From an optimization exercise on the open Yosys and OpenROAD flow, aimed at small area; shortcuts taken in it are not production practice.
Function was checked by simulation only, so behaviour that the tests miss may differ from the original.

job 2928:
// inverter_5level_top
module inverter_5level_top #(
    parameter DATA_WIDTH = 16,
    parameter PHASE_WIDTH = 32,
    parameter DEADTIME_WIDTH = 8,
    parameter CARRIER_DIV_WIDTH = 16
)(
    input  wire                         clk,
    input  wire                         rst_n,
    input  wire                         enable,
    input  wire [PHASE_WIDTH-1:0]       freq_50hz,
    input  wire [DATA_WIDTH-1:0]        modulation_index,
    input  wire [DEADTIME_WIDTH-1:0]    deadtime_cycles,
    input  wire [CARRIER_DIV_WIDTH-1:0] carrier_freq_div,
    output wire                         pwm1_ch1_high,
    output wire                         pwm1_ch1_low,
    output wire                         pwm1_ch2_high,
    output wire                         pwm1_ch2_low,
    output wire                         pwm2_ch1_high,
    output wire                         pwm2_ch1_low,
    output wire                         pwm2_ch2_high,
    output wire                         pwm2_ch2_low,
    output wire                         sync_pulse,
    output wire                         fault
);
    wire [15:0] cu;
    wire        cmp1, cmp2;
    carrier_generator carrier_gen (
        .clk        (clk),
        .rst_n      (rst_n),
        .enable     (enable),
        .freq_div   (carrier_freq_div),
        .cu         (cu),
        .sync_pulse (sync_pulse)
    );
    sine_generator sine_gen (
        .clk              (clk),
        .rst_n            (rst_n),
        .enable           (enable),
        .freq_increment   (freq_50hz),
        .modulation_index (modulation_index),
        .cu               (cu),
        .cmp1             (cmp1),
        .cmp2             (cmp2)
    );
    wire h1, l1, h2, l2;
    pwm_comparator #(.RESET_CMP(1'b1)) pwm1 (
        .clk (clk), .rst_n (rst_n), .enable (enable),
        .cmp_next (cmp1), .deadtime (deadtime_cycles),
        .pwm_high (h1), .pwm_low (l1)
    );
  ...
Size in the first run: ~76 flip-flops, roughly 85 I/O pins.
export LEC_CHECK = 0
export CAP_MARGIN = 20
export CORE_MARGIN = 2
export CORE_UTILIZATION = 40
export CTS_BUF_LIST = sky130_fd_sc_hd__clkbuf_8
export CTS_CLUSTER_DIAMETER = 100
export CTS_CLUSTER_SIZE = 30
export GPL_TIMING_DRIVEN = 0
export SLEW_MARGIN = 20
create_clock -name core_clock -period 10.0 [get_ports {clk}]
standard.sh (not shown) runs the stock make flow with config.mk's settings and CLKGATE_MAP_FILE= SYNTH_SCRIPT=/design/flow/synth_recipe.tcl, a recipe that flattens the netlist after the stock synthesis.
==> flow/flow/run.sh <==
#!/bin/bash
# Own layout flow: the standard flow (standard.sh) with these changes:
#  - synthesis maps logic with an area-oriented ABC script (flow/abc_area.script)
#    instead of ORFS's speed script; registers are mapped as before (dfflibmap
#    runs before ABC), so their names and cells match the standard synthesis;
#  - Yosys's synth runs without its internal ABC pass (SYNTH_ARGS=-noabc), so
#    the adders written in the RTL reach extract_fa as written;
#  - port buffers are sky130_fd_sc_hd__buf_1 (every port still gets one).
# Each tool's output is in orfs/logs/...; make's own output goes to flow_make.log.
set -euo pipefail
here=$(pwd)
rm -rf "$here/scripts_area"
cp -r "$FLOW_HOME/scripts" "$here/scripts_area"
cp "$here/flow/abc_area.script" "$here/scripts_area/abc_area.script"
bash standard.sh \
  SCRIPTS_DIR="$here/scripts_area" \
  ABC_AREA=1 \
  SYNTH_ARGS=-noabc \
  BUFFER_PORTS_ARGS="-buffer_cell sky130_fd_sc_hd__buf_1" \
  finish > "$here/flow_make.log" 2>&1
==> flow/flow/abc_area.script <==
strash
&get -n
&deepsyn -T 60
&b
&put
dch
map -a
topo
stime -c
Having completed the whole flow, job 2928 delivered a layout that passed the timing, DRC and antenna checks.
### job 2928 -> job 8433
-- flow/config.mk --
<<< job 2928, line 11
export CTS_BUF_LIST = sky130_fd_sc_hd__clkbuf_8
export CTS_CLUSTER_DIAMETER = 100
export CTS_CLUSTER_SIZE = 30
export GPL_TIMING_DRIVEN = 0
>>> job 8433, line 11
export CTS_BUF_LIST = sky130_fd_sc_hd__clkbuf_8
export GPL_TIMING_DRIVEN = 0
==> run summary <==
Per the comparison of job 8433 with job 2928, number of non-filler instances in the completed layout fell 43.
The inputs of job 9681 differ from those of job 8433 as listed below.
-- flow/config.mk --
<<< job 8433, line 9
export CORE_MARGIN = 2
export CORE_UTILIZATION = 40
export CTS_BUF_LIST = sky130_fd_sc_hd__clkbuf_8
>>> job 9681, line 9
export CORE_MARGIN = 2
export CORE_UTILIZATION = 55
export CTS_BUF_LIST = sky130_fd_sc_hd__clkbuf_8
## What came out
- Job 9681: full flow OK, the timing, DRC and antenna checks passed
- Compared to job 8433, job 9681 was floorplanned on a smaller die.
- NOTE cell area after synthesis job 8433->job 9681 increased slightly
- Routed length on met1 delta for job 9681 relative to job 8433: about 5% lower
- From job 9681 to job 8433, fraction of registers with async set/reset did not move at all.
#### Input delta (job 8347 over job 9681)
-- flow/config.mk --
<<< job 9681, line 7
export LEC_CHECK = 0
export CAP_MARGIN = 20
export CORE_MARGIN = 2
export CORE_UTILIZATION = 55
export CTS_BUF_LIST = sky130_fd_sc_hd__clkbuf_8
export GPL_TIMING_DRIVEN = 0
export SLEW_MARGIN = 20
>>> job 8347, line 7
export LEC_CHECK = 0
export CAP_MARGIN = 0
export CORE_MARGIN = 2
export CORE_UTILIZATION = 40
export CTS_BUF_LIST = sky130_fd_sc_hd__clkbuf_4 sky130_fd_sc_hd__clkbuf_8
export GPL_TIMING_DRIVEN = 0
export SLEW_MARGIN = 0
==> comparison <==
Job 8347 reached the end of the flow, and the finished layout is clean on the timing, DRC and antenna checks. Largest stage delay on the critical path ended up 0.02 ns lower on job 8347 than on job 9681. Changes observed in job 8347 relative to job 9681: global-route usage down 8.1 points, post-cts resize count up 8. In job 8347 relative to job 9681, total length of routed wires had gone up slightly.

port drivers added, routing unchanged:
Ports are ideal in the flow. The routed layouts listed here were re-timed in OpenROAD. Step 1 assumes that a clkbuf_16 drives the clock port and a buf_2 every other input. Step 2 moves the port delays by t, midway between the first and last clock arrival at a register: inputs arrive t later, outputs are due t later. That takes back most of the time a late clock gives input paths. a / b / c = ideal ports / drivers / drivers and shift; a / b = the first two.
| run | shift t [ns] | setup WS [ns] | hold slack, ns | worst setup path at the end | clock arrival spread, ns |
|---|---|---|---|---|---|
| job 2928 | 0.370 | 0.505 / 0.517 / 0.146 | 0.442 / 0.442 / 0.442 | input to register | 0.009 / 0.009 |
| job 8433 | 0.378 | 0.478 / 0.486 / 0.108 | 0.432 / 0.432 / 0.432 | input to register | 0.008 / 0.008 |
| job 9681 | 0.383 | 0.520 / 0.523 / 0.140 | 0.431 / 0.431 / 0.431 | input to register | 0.008 / 0.008 |
| job 8347 | 0.372 | 0.516 / 0.526 / 0.154 | 0.439 / 0.439 / 0.439 | input to register | 0.010 / 0.010 |
After both steps setup and hold are still met in every run listed. For job 9681, which loses most, drivers alone change the setup slack by +0.003 ns; drivers and shift together by -0.380 ns.
